Source: an optimization exercise on an open RTL-to-GDS flow (aim: small area and a short achievable clock period). Production flows keep margins and buffers that such runs may drop.
In this exercise RTL edits were held to simulation tests only and were not proved equivalent to the original.
No activity file was given, so power comes from the tool's default toggle rates.

== build 4 ==
// cnn_accelerator
module cnn_accelerator (
    input clk,
    input reset,
    input [7:0] pixel_in,
    input [1:0] kernel_size,
    output reg detected
);
Size: ~58 flip-flops, roughly 13 I/O pins, about 3300 um^2 of cells after synthesis.
clock: 6.0 ns
lec_check: 0
abc_clock_period_in_ps: 2200
cap_margin: 20
core_margin: 2
core_utilization: 65
cts_buf_list: sky130_fd_sc_hd__clkbuf_4
setup_slack_margin: 3.8
slew_margin: 20
tns_end_percent: 40
run.sh (not shown) runs the stock make flow with config.mk's settings and CLKGATE_MAP_FILE= SYNTH_SCRIPT=/design/flow/synth_recipe.tcl, a recipe that flattens the netlist after the stock synthesis.
Relative to build 4, the following input files were edited for build 3:
Settings: CELL_PAD_IN_SITES_DETAIL_PLACEMENT: unset -> 1; TNS_END_PERCENT: 40 -> unset; CELL_PAD_IN_SITES_GLOBAL_PLACEMENT: unset -> 4.
### Flow results
- Build 3 did not finish; the tool stopped in global placement without I/O (3_1_place_gp_skip_io) with error GPL-0301.
- Status: vertical die dimension parity (build 3, build 4)
- Comparing build 3 against build 4, there is no change at all in mean area per synthesized cell.
- [compare] base=build 4 new=build 3: total standard cell area after synthesis essentially unchanged, fraction of synthesized cell area in xor and xnor cells essentially unchanged, share of synthesized area occupied by flip-flops and latches essentially unchanged.
- Status: number of synthesized flops with an enable pin parity (build 4, build 3)
- Status: compound-cell area share of the yosys netlist parity (build 3, build 4)
Input-level comparison between build 60 and build 3:
Settings: swapping 2200 for 2300 in ABC_CLOCK_PERIOD_IN_PS; clearing CELL_PAD_IN_SITES_GLOBAL_PLACEMENT, which used to be 4; swapping 3.8 for 3.7 in SETUP_SLACK_MARGIN; clearing CELL_PAD_IN_SITES_DETAIL_PLACEMENT, which used to be 1.
Summary across build 3 and build 60: the single failing run is build 3.
No final results exist for build 3, since it was stopped by error GPL-0301 during global placement without I/O (3_1_place_gp_skip_io).
From build 60 to build 3, synthesized cell count did not move at all.
Reported for build 3 and build 60, mean cell area of the mapped netlist turned out identical to the last digit.
Re xor/xnor cell area share of the yosys netlist: no difference whatsoever between build 60 and build 3.
## Diff of input files: build 87 against build 60
Settings: CTS_BUF_LIST removed (was sky130_fd_sc_hd__clkbuf_4); SETUP_SLACK_MARGIN changed from 3.7 to 3.3; ABC_CLOCK_PERIOD_IN_PS changed from 2300 to 2700.
==> run notes <==
- Total half-perimeter wirelength after legalization and detailed placement was lower in the run labelled build 60.
- Of build 87 and build 60, the higher design area belongs to build 60.
- The total area of sequential cells of build 87 is lower than that of build 60.
Inputs modified between build 87 and build 81:
Settings: CTS_BUF_LIST: unset -> sky130_fd_sc_hd__clkbuf_4; SETUP_SLACK_MARGIN: 3.3 -> 3.8; ABC_CLOCK_PERIOD_IN_PS: 2700 -> 2200.
==> flow/flow/run.sh (new file) <==
#!/bin/bash
# The standard layout (standard.sh), with one change: Yosys's ABC mapping
# uses flow/abc_speed.script, which ends with an extra choice-based
# (&dch -f) mapping pass with more area recovery (&nf -R 1000).
# Everything else, including the synthesis script and the registers it
# makes, is ORFS's own.
set -euo pipefail
S="$PWD/orfs_scripts"
rm -rf "$S"
cp -r "$FLOW_HOME/scripts" "$S"
cp flow/abc_speed.script "$S/abc_speed.script"
bash standard.sh SCRIPTS_DIR="$S" finish > standard_flow.log 2>&1
==> flow/flow/abc_speed.script (new file) <==
&get -n
&st
&dch
&nf
&st
&syn2
&if -g -K 6
&synch2
&nf
&st
&syn2
&if -g -K 6
&synch2
&nf
&st
&dch -f
&nf -R 1000
&put
buffer -c
topo
stime -c
upsize -c
dnsize -c
==> flow/standard.sh (new file) <==
#!/bin/bash
# synth_recipe.tcl (not shown) runs the flow's synth.tcl, then flattens the netlist and writes it again
# the make line also repeats each setting of config.mk as NAME=value (left out here)
make -C /OpenROAD-flow-scripts/flow DESIGN_CONFIG=/design/flow/config.mk WORK_HOME=/design/flow/orfs CLKGATE_MAP_FILE= SYNTH_SCRIPT=/design/flow/synth_recipe.tcl "${@:-finish}"
removed: flow/run.sh
--- outcome ---
- Build 81 vs build 87: switching component of the power up
- Diff build 81 and build 87: share of synthesized area occupied by flip-flops and latches lower in build 87
- Taking build 87 as the reference point, the share of layout cells above drive strength 1 of build 81 rises by 19 points.
- Looking at power, build 81 sits above build 87.
- Diff build 87 -> build 81: core outline area saw a decrease, number of multi-input combinational cells -about 1.3%, wire length went up, global router's overall resource usage flat, non-clock buffer count rose by 18.
- Against build 87, build 81 comes in 1.2% lower on count of mapped cells out of synthesis.
Inputs modified between build 81 and build 11:
Settings: swapping 65 for 80 in CORE_UTILIZATION.
==> flow/run.sh (new file) <==
#!/bin/bash
# synth_recipe.tcl (not shown) runs the flow's synth.tcl, then flattens the netlist and writes it again
# the make line also repeats each setting of config.mk as NAME=value (left out here)
make -C /OpenROAD-flow-scripts/flow DESIGN_CONFIG=/design/flow/config.mk WORK_HOME=/design/flow/orfs CLKGATE_MAP_FILE= SYNTH_SCRIPT=/design/flow/synth_recipe.tcl finish
removed: flow/flow/run.sh
removed: flow/flow/abc_speed.script
removed: flow/standard.sh
==> run notes <==
Of build 11 and build 81, build 81 shows the higher tightest slew margin relative to the limit, with build 11 below it. For the core footprint, build 11 came in 15% lower than build 81 did. The overall fraction of global-route tracks in use in build 11 sits 11 points above the value recorded for build 81. Compare build 11 and build 81 | fraction of area in non-clock buffers lower: build 81. Relative to build 81, final critical delay including setup and external delays has gone up in build 11.

willow:
cnn_accelerator again, from the RTL that the note above started with.
Settings: LEC_CHECK=0, ABC_CLOCK_PERIOD_IN_PS=2200, CAP_MARGIN=20, CORE_MARGIN=2, CORE_UTILIZATION=55, CTS_BUF_LIST=sky130_fd_sc_hd__clkbuf_4, SETUP_SLACK_MARGIN=3.8, SLEW_MARGIN=20; clock period 6.0 ns.
Stock flow here: none of the scripts above is used.
In summary, willow completed successfully, with a layout that passed the timing, DRC and antenna checks.
Here is what was changed in the inputs of yarrow compared with willow.
Settings: CELL_PAD_IN_SITES_GLOBAL_PLACEMENT newly set to 0; CELL_PAD_IN_SITES_DETAIL_PLACEMENT newly set to 0; CORE_UTILIZATION changed from 55 to 65.
--- outcome ---
As of yarrow, standard cell core area had fallen by more than 10% compared to willow. Delta (yarrow minus willow): maximum clock frequency decreased by 5.6 MHz relative to the old numbers, aggregate routed wire length decreased by about 2.1% relative to the old numbers.

[port drivers added, routing unchanged]
Ports are ideal in the flow. The routed layouts listed here were re-timed in OpenROAD.
Step 1: set_driving_cell puts a clkbuf_16 on clk and a buf_2 on each other input, an assumption about the parent block.
Step 2 times the ports against the registers' clock, not the clock port: input delays grow and output delays shrink by t, the midpoint of the rising clock arrivals with the driver on.
Three values: ideal ports, drivers, drivers and shift; two values: the first two.
| run | t, ns | setup slack, ns | latest minus earliest clock arrival (ns) | slew at the worst register clock pin (ns) | pins driven straight from the clock port |
|---|---|---|---|---|---|
| build 4 | 0.430 | 3.854 / 3.854 / 3.459 | 0.012 / 0.012 | 0.11 / 0.11 | 1 |
| build 60 | 0.426 | 3.754 / 3.759 / 3.333 | 0.014 / 0.014 | 0.11 / 0.11 | 1 |
| build 87 | 0.368 | 3.480 / 3.480 / 3.181 | 0.007 / 0.006 | 0.07 / 0.07 | 1 |
| build 81 | 0.415 | 3.793 / 3.793 / 3.468 | 0.009 / 0.009 | 0.10 / 0.10 | 1 |
| build 11 | 0.451 | 3.512 / 3.512 / 3.283 | 0.017 / 0.017 | 0.11 / 0.11 | 1 |
| willow | 0.433 | 3.870 / 3.870 / 3.446 | 0.016 / 0.017 | 0.10 / 0.10 | 1 |
| yarrow | 0.423 | 3.844 / 3.840 / 3.417 | 0.007 / 0.007 | 0.09 / 0.09 | 1 |
After both steps setup and hold are still met in every run listed. The setup slack of yarrow, which loses most, moves by -0.004 ns with the drivers and by -0.427 ns with both steps.
